Source: an optimization exercise on an open RTL-to-GDS flow (aim: small area and a short achievable clock period). Production flows keep margins and buffers that such runs may drop. RTL that was checked went through simulation tests only; none was proved equivalent to the original. No activity file was given, so power comes from the tool's default toggle rates.

## lane 1
Design pre_norm, start of the top module:
module pre_norm(clk, rmode, add, opa, opb, opa_nan, opb_nan, fracta_out,
		fractb_out, exp_dn_out, sign, nan_sign, result_zero_sign,
		fasu_op);
Size in the first run: roughly 68 flip-flops, roughly 140 I/O pins, ~0.0052 mm² of cells after synthesis.
Settings: LEC_CHECK=0, CAP_MARGIN=20, CORE_MARGIN=2, CORE_UTILIZATION=70, PLACE_DENSITY=0.8, SETUP_SLACK_MARGIN=5.0, SLEW_MARGIN=20; clock period 9.5 ns.
standard.sh (not shown) runs the stock make flow with config.mk's settings and CLKGATE_MAP_FILE= SYNTH_SCRIPT=/design/flow/synth_recipe.tcl, a recipe that flattens the netlist after the stock synthesis.
==> flow/flow/run.sh <==
#!/bin/bash
set -euo pipefail
bash standard.sh "BUFFER_PORTS_ARGS=-buffer_cell sky130_fd_sc_hd__buf_1" finish > standard_make.log 2>&1
In summary, lane 1 completed successfully, with a layout that passed the timing, design-rule and antenna checks.
#### Input delta (lane 2 over lane 1)
- CTS_BUF_LIST: unset -> sky130_fd_sc_hd__clkbuf_8
==> flow/flow/run.sh <==
#!/bin/bash
# The standard layout (standard.sh), with three changes:
#  - synthesis maps the logic with flow/abc_map.script in place of ORFS's
#    abc_speed.script (same Yosys script otherwise, so the same registers);
#  - the port buffers are buf_1 cells;
#  - repair aims at the setup margin given below.
# Each tool's full output goes to ORFS's own logs under orfs/logs/, and
# make's output to standard_make.log here.
set -euo pipefail
here=$(pwd)
sed "s#log_cmd abc {\*}\$abc_args#log_cmd abc -script $here/flow/abc_map.script {*}[lrange \$abc_args 2 end]#" \
  "$FLOW_HOME/scripts/synth.tcl" > "$here/synth_own.tcl"
grep -q "flow/abc_map.script" "$here/synth_own.tcl"
sed "s#\$::env(SCRIPTS_DIR)/synth.tcl#$here/synth_own.tcl#" synth_recipe.tcl > "$here/synth_recipe_own.tcl"
grep -q "synth_own.tcl" "$here/synth_recipe_own.tcl"
bash standard.sh SYNTH_SCRIPT="$here/synth_recipe_own.tcl" \
  "BUFFER_PORTS_ARGS=-buffer_cell sky130_fd_sc_hd__buf_1" \
  SETUP_SLACK_MARGIN=${OWN_SETUP_MARGIN:-5.0} finish > standard_make.log 2>&1
==> flow/flow/abc_map.script (new file) <==
strash
dch
map
topo
stime -c
buffer -c
upsize -c
dnsize -c
## What came out
Lane 2 finished every step from synthesis to the final layout, and the layout passed the timing, design-rule and antenna checks.
Compared with lane 1, in lane 2 area growth from synthesis to layout lost 2.2 points; internal power lost about 5%; post-synthesis compound-gate area fraction picked up an extra 9.8 points.
[diff] worst setup slack, lane 2 relative to lane 1: regression
Going from lane 1 to lane 2, post-route cell area shrank by a few percent.
Lane 1 → lane 2: average detailed-routed wire length per instance rose about 3%, depth of the critical timing path with buffers and inverters included shows an increase of 4.
Total power was higher in the run labelled lane 2.
Lane 2 gives more maximum net fanout on the critical path than lane 1 did.
Lane 2 vs lane 1 — count of clock buffers in the final design dropped 2.
--- input diff lane 2..lane 3 ---
- a change of CORE_UTILIZATION from 70 to 40
- a deleted PLACE_DENSITY that had been 0.8
- an added CTS_CLUSTER_SIZE of 40
==> flow/flow/run.sh <==
#!/bin/bash
set -euo pipefail
bash standard.sh "BUFFER_PORTS_ARGS=-buffer_cell sky130_fd_sc_hd__buf_1" finish > standard_make.log 2>&1
removed: flow/flow/abc_map.script
- Taking lane 2 as the reference point, the detailed-routed wire length on met3 of lane 3 falls by 500 µm.
- Side by side, final setup slack of the worst path turned out higher in lane 3 than in lane 2.
- Lane 3 vs. lane 2: largest stage delay on the critical path went down by 510 ps.
- Power after layout: lane 3 vs lane 2 down about 5.7%
- [lane 3 vs lane 2] simple-gate share of the synthesized area: lower in lane 3
- On detail-routed via count per cell, the lower figure sits with lane 3, not lane 2.
- [lane 3 vs lane 2] core utilization of the finished layout: lower in lane 3
- In lane 3, relative contribution of sequential cells to total power is higher than in lane 2.
- [compare] base=lane 2 new=lane 3: routed length per placed instance fell about 9%; filler cell count rose about 160%; worst hold-check slack about even.
Setup changes, lane 3 to lane 4
- CTS_CLUSTER_SIZE no longer set, was 40
- PLACE_DENSITY now 0.8, previously not set
- CORE_UTILIZATION now 70, was 40
Findings:
The final layout from lane 4, which completed every stage, passed the timing, design-rule and antenna checks at the end of the flow.
Die height (lane 3 / lane 4): 1.3
Measured against lane 3, the number of tapcells of lane 4 comes out at 0.58 times the reference value.
Lane 4 — global router's overall resource usage 13 points higher, lane 3 as reference
As far as maximum frequency is concerned, lane 3 and lane 4 perform about the same.
Lane 3 → lane 4: clock period minus worst slack saw a decrease, wire length per cell after detailed routing saw an increase, total power divided by cell area saw an increase.
Function was not checked in any run of this note: the RTL went through the layout flow alone.


## job 311
Another version of the RTL of pre_norm (not shown whole).
Size: about 67 flip-flops, about 140 I/O pins, ~4700 µm² of cells after synthesis.
// pre_norm
module pre_norm(clk, rmode, add, opa, opb, opa_nan, opb_nan, fracta_out,
		fractb_out, exp_dn_out, sign, nan_sign, result_zero_sign,
		fasu_op);
input		clk;
input	[1:0]	rmode;
input		add;
input	[31:0]	opa, opb;
input		opa_nan, opb_nan;
output	[26:0]	fracta_out, fractb_out;
output	[7:0]	exp_dn_out;
output		sign;
output		nan_sign, result_zero_sign;
output		fasu_op;
reg	[25:3]	fracta_r;	 
reg	[7:0]	exp_dn_out;
reg		sign, fasu_op, nan_sign, result_zero_sign;
reg		signa_r, signb_r, nan_sign1_r;
wire		signa = opa[31];
wire		signb = opb[31];
wire	[7:0]	expa = opa[30:23];
wire	[7:0]	expb = opb[30:23];
wire	[22:0]	fracta = opa[22:0];
wire	[22:0]	fractb = opb[22:0];
wire		expa_nz = |expa;
wire		expb_nz = |expb;
function [1:0] cmp_gt_eq;	 
	input [31:0] x, y;
	integer i, w;
	reg [31:0] g, e;
	begin
		g = x & ~y;
		e = ~(x ^ y);
		for (w = 1; w < 32; w = w * 2)
			for (i = 0; i < 32; i = i + 2 * w) begin
				g[i] = g[i + w] | (e[i + w] & g[i]);
				e[i] = e[i + w] & e[i];
			end
		cmp_gt_eq = {g[0], e[0]};
	end
endfunction
wire	[1:0]	f_cmp = cmp_gt_eq({9'b0, fractb}, {9'b0, fracta});
wire	[1:0]	e_cmp = cmp_gt_eq({24'b0, expb}, {24'b0, expa});
wire		fb_gt_fa = f_cmp[1];
wire		f_eq = f_cmp[0];
wire		b_gt_a = e_cmp[1] | (e_cmp[0] & fb_gt_fa);
wire		mag_eq = e_cmp[0] & f_eq;
wire		add_d = add ^ signa ^ signb;	 
wire	[7:0]	ea = {expa[7:1], expa[0] | ~expa_nz};
wire	[7:0]	eb = {expb[7:1], expb[0] | ~expb_nz};
function [8:0] sub8;
	input [7:0] x, y;
	integer i, w;
	reg [7:0] g, p, c;
	begin
		g = ~x & y;		 
		p = ~(x ^ y);		 
		c = g;
		for (w = 1; w < 8; w = w * 2)
			for (i = 7; i >= w; i = i - 1) begin
				c[i] = c[i] | (p[i] & c[i - w]);
				p[i] = p[i] & p[i - w];
			end
		sub8 = {c[7], (x ^ y) ^ {c[6:0], 1'b0}};
	end
endfunction
wire	[8:0]	d_ab = sub8(ea, eb);
wire	[8:0]	d_ba = sub8(eb, ea);
wire	[7:0]	exp_diff = d_ab[8] ? d_ba[7:0] : d_ab[7:0];
wire		diff_big = |exp_diff[7:5];
wire	[23:0]	op_small = b_gt_a ? {expa_nz, fracta} : {expb_nz, fractb};
wire	[23:0]	op_large = b_gt_a ? {expb_nz, fractb} : {expa_nz, fracta};
wire	[4:0]	shamt = diff_big ? 5'd31 : exp_diff[4:0];
reg	[23:0]	small_r;
reg	[4:0]	shamt_r;
always @(posedge clk) begin
  ...
clock: 9.5 ns
lec_check: 0
cap_margin: 20
core_margin: 2
core_utilization: 60
place_density: 0.7
setup_slack_margin: 5.0
slew_margin: 20
==> flow/flow/run.sh <==
#!/bin/bash
# The standard layout (standard.sh), with these changes:
#  - synthesis maps the logic with flow/abc_map.script in place of ORFS's
#    abc_speed.script (same Yosys script otherwise, so the same registers);
#  - the port buffers are buf_1 cells;
#  - clock tree synthesis inserts no dummy loads;
#  - repair aims at the setup margin given below.
# Each tool's full output goes to ORFS's own logs under orfs/logs/, and
# make's output to standard_make.log here.
set -euo pipefail
here=$(pwd)
args=()
if [[ -f flow/abc_map.script ]]; then
  sed "s#log_cmd abc {\*}\$abc_args#log_cmd abc -script $here/flow/abc_map.script {*}[lrange \$abc_args 2 end]#" \
    "$FLOW_HOME/scripts/synth.tcl" > "$here/synth_own.tcl"
  grep -q "flow/abc_map.script" "$here/synth_own.tcl"
  sed "s#\$::env(SCRIPTS_DIR)/synth.tcl#$here/synth_own.tcl#" synth_recipe.tcl > "$here/synth_recipe_own.tcl"
  grep -q "synth_own.tcl" "$here/synth_recipe_own.tcl"
  args+=(SYNTH_SCRIPT="$here/synth_recipe_own.tcl")
fi
bash standard.sh ${args[@]+"${args[@]}"} \
  "BUFFER_PORTS_ARGS=-buffer_cell sky130_fd_sc_hd__buf_1" \
  "CTS_ARGS=-sink_clustering_enable -repair_clock_nets -buf_list sky130_fd_sc_hd__clkbuf_8 -dont_use_dummy_load" \
  SETUP_SLACK_MARGIN=5.25 finish > standard_make.log 2>&1
==> flow/flow/abc_map.script <==
strash
dch
map -D 1200
topo
stime -c
buffer -c
upsize -c
dnsize -c
The following lists how job 7272 was set up differently from job 311:
# job 311
export LEC_CHECK = 0
export CAP_MARGIN = 20
export CORE_MARGIN = 2
export CORE_UTILIZATION = 60
export PLACE_DENSITY = 0.7
export SETUP_SLACK_MARGIN = 5.0
export SLEW_MARGIN = 20
create_clock -name core_clock -period 9.5 [get_ports {clk}]
# job 7272
export LEC_CHECK = 0
export CAP_MARGIN = 20
export CORE_MARGIN = 2
export CORE_UTILIZATION = 70
export PLACE_DENSITY = 0.8
export SETUP_SLACK_MARGIN = 5.0
export SLEW_MARGIN = 20
create_clock -name core_clock -period 9.5 [get_ports {clk}]
--- a/flow/flow/run.sh
+++ b/flow/flow/run.sh
@@ -23,2 +23,2 @@
   "CTS_ARGS=-sink_clustering_enable -repair_clock_nets -buf_list sky130_fd_sc_hd__clkbuf_8 -dont_use_dummy_load" \
-  SETUP_SLACK_MARGIN=5.25 finish > standard_make.log 2>&1
+  SETUP_SLACK_MARGIN=5.0 finish > standard_make.log 2>&1
==> flow/flow/abc_map.script <==
strash
dch
map -D 1200
topo
stime -c
upsize -c
dnsize -c
==> comparison <==
Looking at initial core utilization across job 311 and job 7272, the one that comes out higher is job 7272. Critical path endpoint: exp_dn_out[0] -> job 7272, fractb_out[1] -> job 311. The wire length on met3 of job 7272 is higher than that of job 311. [compare] base=job 311 new=job 7272: global-route usage rose 8.6 points, synthesized-area fraction occupied by ao, oa, aoi and oai cells rose 0.46 points, met2 track demand over resource rose 15 points, routed wire length rose 1200 µm. Area overhead of the layout relative to synthesis, job 311 and job 7272: lower on job 311.
> inputs changed (job 7272 -> job 6643)
==> flow/flow/abc_map.script <==
strash
dch
map -D 1200
topo
stime -c
buffer -c
upsize -c
dnsize -c
From job 7272 to job 6643 the numbers moved as follows: via density per instance down 2.4%, sequential power flat, total power draw down 1.6%, met2 routing resource usage after global routing down 5.9 points. Going from job 7272 to job 6643, global-route wire length before repair shrank by a few percent. Cmp job 6643 and job 7272 / register-to-register slack / higher: job 6643. Job 6643 vs job 7272: starting density of the core up in job 6643. Delta (job 6643 minus job 7272): critical path depth has decreased; met1 global-route usage down 0.99 points.

-- afterwards: timing with drivers on the ports --
In the flow no input, the clock included, has a driving cell. The finished layouts below were timed again as built, in two steps. Step 1 assumes that a clkbuf_16 drives the clock port and a buf_2 every other input. Step 2 moves the port delays by t, midway between the first and last clock arrival at a register: inputs arrive t later, outputs are due t later. That takes back most of the time a late clock gives input paths. Three values: ideal, step 1, step 2; two values: the first two.
run | t, ns | slack for setup (ns) | hold slack, ns | worst register clock-pin slew, ns
lane 1 | 0.376 | 5.114 / 5.082 / 4.752 | 0.524 / 0.524 / 0.524 | 0.08 / 0.08
lane 2 | 0.383 | 4.969 / 4.969 / 4.586 | 0.549 / 0.549 / 0.549 | 0.09 / 0.09
lane 3 | 0.367 | 5.107 / 5.117 / 4.750 | 0.547 / 0.547 / 0.547 | 0.08 / 0.08
lane 4 | 0.376 | 5.114 / 5.082 / 4.752 | 0.524 / 0.524 / 0.524 | 0.08 / 0.08
job 311 | 0.362 | 5.443 / 5.410 / 5.137 | 0.482 / 0.482 / 0.482 | 0.09 / 0.09
job 7272 | 0.381 | 5.172 / 5.162 / 4.781 | 0.507 / 0.507 / 0.507 | 0.08 / 0.08
job 6643 | 0.365 | 5.269 / 5.238 / 5.029 | 0.476 / 0.476 / 0.476 | 0.08 / 0.08
After both steps every run listed still meets setup and hold. The setup slack of job 7272, which loses most, moves by -0.010 ns with the drivers and by -0.391 ns with both steps.
